From an optimization exercise on the open Yosys and OpenROAD flow, aimed at small area and a short achievable clock period; shortcuts taken in it are not production practice. In this exercise RTL edits were held to simulation tests only and were not proved equivalent to the original. Power and IR drop assume default switching activity.

==> flow/design.v <==
`timescale 1 ns / 100 ps
module counter(out, enable, reset, clock);
  output [7:0] 	out;
  input 	clock, reset, enable;
  reg [7:0] 	out;
 always @ (posedge clock or posedge reset)
  if(reset)
    out <= 8'h00;
  else if(enable)
    if(out == 8'h5F)  
    	out <= 8'h00;
    else  out <= out+1;
endmodule
`timescale 1 ns / 100 ps
module fifo (size, data_out, full, empty, halffull, halfempty, data_in, write, read, clk_actual, rst);
    output [7:0] data_out;
    output       full;
    output       empty;
    output       halfempty;
    output       halffull;
    output [7:0] size;
    input  [7:0] data_in;
    input        write, read;
    input        clk_actual, rst;
    reg  [7:0]  data_out;
    wire        empty;
    reg         full, empty_n, halffull, halfempty;
    assign      empty = ~empty_n;
    reg  [6:0]  n;           
    reg  [7:0]  lo;          
    reg  [12:0] hi;          
    reg         w;           
    reg  [7:0]  mem [0:95];
    assign size = {1'b0, n};
    wire fl = hi[12];             
    wire nz = ~(lo[0] & hi[0]);   
    wire wa = write & ~fl;        
    wire ra = read & nz;    
    integer i;
    always @(posedge clk_actual)
        if (wa) begin
            mem[0] <= data_in;
            for (i = 1; i < 96; i = i + 1)
                mem[i] <= mem[i-1];
        end
    reg [7:0] col [0:7];
    reg [7:0] rd;
    integer g, k;
    always @* begin
        for (k = 0; k < 8; k = k + 1) begin
            col[k] = 8'h00;
            for (g = 0; g < 13; g = g + 1)
                if (8*g + k >= 1 && 8*g + k <= 96)
                    col[k] = col[k] | ({8{hi[g]}} & mem[8*g + k - 1]);
        end
        rd = 8'h00;
        for (k = 0; k < 8; k = k + 1)
            rd = rd | ({8{lo[k] & ra}} & col[k]);
    end
    always @(posedge clk_actual)
        data_out <= rd | ({8{~ra}} & data_out);
    wire inc = wa & ~ra;
    wire dec = ra & ~wa;
    reg  [6:0]  n_up, n_dn;
    integer b;
    always @* begin
        for (b = 0; b < 7; b = b + 1) begin
            n_up[b] = n[b] ^ ((n & ((7'd1 << b) - 7'd1)) == ((7'd1 << b) - 7'd1));
            n_dn[b] = n[b] ^ ((n & ((7'd1 << b) - 7'd1)) == 7'd0);
        end
    end
    wire [7:0]  lo_up = {lo[6:0], lo[7]};
    wire [7:0]  lo_dn = {lo[0], lo[7:1]};
    wire [12:0] hi_up = lo[7] ? {hi[11:0], 1'b0} : hi;
    wire [12:0] hi_dn = lo[0] ? {1'b0, hi[12:1]} : hi;
    wire is48 = lo[0] & hi[6];
    always @(posedge clk_actual or posedge rst)
        if (rst) begin
            n <= 7'd0;
            lo <= 8'd1;
            hi <= 13'd1;
            w <= 1'b0;
            full <= 1'b0;
            empty_n <= 1'b0;
            halffull <= 1'b0;
            halfempty <= 1'b0;
        end else begin
            if (inc) begin
                n <= n_up;
                lo <= lo_up;
                hi <= hi_up;
            end else if (dec) begin
                n <= n_dn;
                lo <= lo_dn;
                hi <= hi_dn;
            end
            if (ra) w <= 1'b0;
            else if (wa) w <= 1'b1;
            full <= fl | (w & full);
            empty_n <= nz & (w | empty_n);
            halffull <= is48 & w;
            halfempty <= is48 & ~w;
        end
endmodule
export LEC_CHECK = 0
export CAP_MARGIN = 20
export CORE_MARGIN = 2
export CORE_UTILIZATION = 55
export SETUP_SLACK_MARGIN = 2.8
export SLEW_MARGIN = 20
export TNS_END_PERCENT = 0
create_clock -name core_clock -period 5.0 [get_ports {clk_actual}]
standard.sh (not shown) runs the stock make flow with config.mk's settings and CLKGATE_MAP_FILE= SYNTH_SCRIPT=/design/flow/synth_recipe.tcl, a recipe that flattens the netlist after the stock synthesis.
==> flow/flow/run.sh <==
#!/bin/bash
# Layout flow: the standard ORFS flow (standard.sh), with clock tree
# synthesis set to larger sink clusters and no dummy loads, buf_4 as the port
# buffer, and repair free to change a cell's footprint. Make's output goes to
# flow_make.log here; each ORFS step keeps its own log under orfs/logs/.
set -euo pipefail
CTS="-sink_clustering_enable -repair_clock_nets -dont_use_dummy_load"
CTS="$CTS -sink_clustering_size 25 -sink_clustering_max_diameter 90"
bash standard.sh MATCH_CELL_FOOTPRINT=0 "CTS_ARGS=$CTS" \
  "BUFFER_PORTS_ARGS=-buffer_cell sky130_fd_sc_hd__buf_4" finish > flow_make.log 2>&1
Then changed:
SETUP_SLACK_MARGIN = 3.0   (was 2.8)
TNS_END_PERCENT = 5   (was 0)
=>
- count of clock-buffer cells in the layout is unchanged
- maximum frequency went up by roughly a tenth
- clock skew went up by 0.016 ns
Then changed:
CORE_UTILIZATION = 60   (was 55)
SETUP_SLACK_MARGIN = 2.9   (was 3.0)
TNS_END_PERCENT = 0   (was 5)
Result: The changed run finished with timing, DRC and antenna clean. Total power fell by about 0.8%. Synthesized cell count stays the same. Global-route usage rose by 1.8 points.
Then changed:
CORE_UTILIZATION = 55   (was 60)
What happened: Global-route usage decreases by 3.4 points. Sequential power came out higher by about 0.5%. Power came out higher by 0.46%. Setup slack is better by 0.030 ns. Final area barely changes. First-iteration DRC count climbs by 5.0%. Cell count increases by 2.0%. Flip-flop and latch count does not change. Worst hold slack hardly moves. Die area came out higher by 8.9%. Clock skew is about the same.

==> afterwards: timing with drivers on the ports <==
No port has a modelled driver above. Below, the same layouts with a new extraction and two added sets of constraints.
Step 1 (the two cells are an assumption about what drives the block):
set clk [get_ports {clk_actual}]
set_driving_cell -lib_cell sky130_fd_sc_hd__clkbuf_16 $clk
set_driving_cell -lib_cell sky130_fd_sc_hd__buf_2 [delete_from_list [all_inputs] $clk]
Step 2 also shifts input and output timing later by t, the mid clock arrival at the registers, as if the neighbouring blocks saw the same clock.
Slacks: ideal / step 1 / step 2; pairs: ideal / step 1.
run | shift t [ns] | setup slack, ns | worst register clock-pin slew, ns
the first run | 0.637 | 2.546 / 2.546 / 2.132 | 0.10 / 0.10
the second run | 0.631 | 2.827 / 2.772 / 2.333 | 0.10 / 0.10
the third run | 0.645 | 2.819 / 2.800 / 2.327 | 0.10 / 0.10
the fourth run | 0.641 | 2.849 / 2.790 / 2.331 | 0.10 / 0.10
After both steps setup and hold are still met in every run listed. For the fourth run, which loses most, drivers alone change the setup slack by -0.059 ns; drivers and shift together by -0.518 ns.
